This is an optimization exercise on Yosys and OpenROAD, whose aim is small area, a short achievable clock period and few clock cycles, not a production implementation.
The RTL was checked by simulation tests, not by an equivalence proof against the original design.
Power figures rest on the tool's default switching activity, not on a simulated workload.

## fixed_point_alu
module fixed_point_alu (
    clk,
    rst,
    start,
    done,
    op,
    a,
    b,
    result
);
parameter INTEGER_PART_WIDTH    = 11;
parameter FRACTIONAL_PART_WIDTH = 8;
localparam W = 19;
input clk;
input rst;
input  start;
output done;
input [2:0] op;
input signed [W - 1:0] a;
input signed [W - 1:0] b;
output reg signed [W - 1:0] result;
localparam [W - 1:0] MAXV = 19'h3ffff;
localparam [W - 1:0] MINV = 19'h40000;
localparam M_MUL  = 2'd0;
localparam M_DIV0 = 2'd1;
localparam M_DIV  = 2'd2;
reg        busy;
reg [1:0]  mode;
reg [3:0]  icnt;       
reg [10:0] pcnt;       
reg        neg;        
reg        dsb;        
reg        short;      
reg        prev;       
reg [19:0] sh;         
reg [20:0] acc;        
assign done = !busy;
wire go = start && !busy;
wire       as_div = op[1] & op[0];
wire [W:0] as_sum;
wire [W:0] as_c;
wire       as_co;
fixed_point_add #(.N(W + 1)) as_add (
    .x  (as_div ? {(W + 1){1'b0}} : {a[W - 1], a}),
    .y  (as_div ? {1'b0, a ^ {W{a[W - 1]}}} : ({b[W - 1], b} ^ {(W + 1){op[0]}})),
    .ci (as_div ? a[W - 1] : op[0]),
    .s  (as_sum),
    .c  (as_c),
    .co (as_co)
);
wire [W - 1:0] as_res = (as_sum[W] != as_sum[W - 1]) ? (as_sum[W] ? MINV : MAXV) : as_sum[W - 1:0];
wire a_small = (a[18:11] == {8{a[18]}});
  ...
Settings: LEC_CHECK=0, ABC_AREA=1, CAP_MARGIN=20, CORE_MARGIN=2, CORE_UTILIZATION=55, SETUP_SLACK_MARGIN=1.5, SLEW_MARGIN=20, TNS_END_PERCENT=10; clock period 7.0 ns.
run.sh (not shown) runs the stock make flow with config.mk's settings and CLKGATE_MAP_FILE= SYNTH_SCRIPT=/design/flow/synth_recipe.tcl, a recipe that flattens the netlist after the stock synthesis.
The baseline completed without violations.
Testbench counts at the start, summed over its fixed seeds: cycles 48,035.
Change:
==> flow/flow/run.sh (new file) <==
#!/bin/bash
# Standard layout, but the port buffers are plain buffers instead of the
# delay cells buffer_ports picks by default.
cp standard.sh standard_sh_copy.txt
export BUFFER_PORTS_ARGS="-buffer_cell sky130_fd_sc_hd__buf_1"
bash standard.sh > standard.log 2>&1
==> flow/standard.sh (new file) <==
#!/bin/bash
# synth_recipe.tcl (not shown) runs the flow's synth.tcl, then flattens the netlist and writes it again
# the make line also repeats each setting of config.mk as NAME=value (left out here)
make -C /OpenROAD-flow-scripts/flow DESIGN_CONFIG=/design/flow/config.mk WORK_HOME=/design/flow/orfs CLKGATE_MAP_FILE= SYNTH_SCRIPT=/design/flow/synth_recipe.tcl "${@:-finish}"
--- a/flow/config.mk
+++ b/flow/config.mk
@@ -11 +11 @@
-export CORE_UTILIZATION = 55
+export CORE_UTILIZATION = 40
@@ -14 +13,0 @@
-export TNS_END_PERCENT = 10
removed: flow/run.sh
The changed run finished clean.
Synthesized area is unchanged.
First-iteration DRC count came out lower by 39%.
Utilization came out lower by 17 points.
Cell count came out higher by 5.7%.
Worst setup slack got worse by 0.0080 ns.
Count of clock-buffer cells in the layout came out higher by 1.
Worst hold slack improved by 0.048 ns.
Change:
==> flow/run.sh (new file) <==
#!/bin/bash
# synth_recipe.tcl (not shown) runs the flow's synth.tcl, then flattens the netlist and writes it again
# the make line also repeats each setting of config.mk as NAME=value (left out here)
make -C /OpenROAD-flow-scripts/flow DESIGN_CONFIG=/design/flow/config.mk WORK_HOME=/design/flow/orfs CLKGATE_MAP_FILE= SYNTH_SCRIPT=/design/flow/synth_recipe.tcl finish
--- a/flow/config.mk
+++ b/flow/config.mk
@@ -12 +11,0 @@
-export SETUP_SLACK_MARGIN = 1.5
removed: flow/flow/run.sh
removed: flow/standard.sh
After rerunning: The new run ran to the end with no violations. Area after synthesis stays the same. Wire length drops by about 3%. Final area drops by 2.9%. Worst setup slack is worse by 0.81 ns. Clock skew stays flat. Synthesized cell count stays the same. Global-route usage drops by 0.92 points. Die area is unchanged. Via count drops by 2.0%. First-iteration DRC count climbs by about 11%.
Change:
--- a/flow/config.mk
+++ b/flow/config.mk
@@ -11 +11,2 @@
-export CORE_UTILIZATION = 40
+export CORE_UTILIZATION = 50
+export SETUP_SLACK_MARGIN = 1.6
@@ -12,0 +14 @@
+export TNS_END_PERCENT = 10
First-iteration DRC count came out higher by 31%.
Power went up by 12%.
Synthesized area stays the same.
Change:
--- a/flow/config.mk
+++ b/flow/config.mk
@@ -11,2 +11,2 @@
-export CORE_UTILIZATION = 50
-export SETUP_SLACK_MARGIN = 1.6
+export CORE_UTILIZATION = 40
+export SETUP_SLACK_MARGIN = 2.0
@@ -14 +13,0 @@
-export TNS_END_PERCENT = 10
What happened: Via count came out higher slightly; die area came out higher by a quarter to a third; clock skew is about the same; setup slack degrades by 0.15 ns; utilization came out lower by 8.9 points; synthesized area stays the same; non-clock buffer count came out higher by 62; total power came out higher by roughly a tenth; worst hold slack improves by 0.10 ns.

[afterwards: timing with drivers on the ports]
Ports are ideal in the flow. The routed layouts listed here were re-timed in OpenROAD.
Step 1 assumes that a clkbuf_16 drives the clock port and a buf_2 every other input.
Step 2 also shifts input and output timing later by t, the mid clock arrival at the registers, as if the neighbouring blocks saw the same clock.
Slacks: ideal / step 1 / step 2; pairs: ideal / step 1.
run	shift t [ns]	setup WS [ns]	worst register clock-pin slew, ns
the first run	0.404	1.564 / 1.564 / 1.359	0.08 / 0.08
the second run	0.401	1.555 / 1.555 / 1.407	0.07 / 0.07
the third run	0.410	0.742 / 0.742 / 0.742	0.08 / 0.08
the fourth run	0.415	1.652 / 1.652 / 1.442	0.09 / 0.09
the fifth run	0.411	1.504 / 1.504 / 1.504	0.08 / 0.08
After both steps setup and hold are still met in every run listed. The setup slack of the fourth run, which loses most, moves by 0.000 ns with the drivers and by -0.210 ns with both steps.
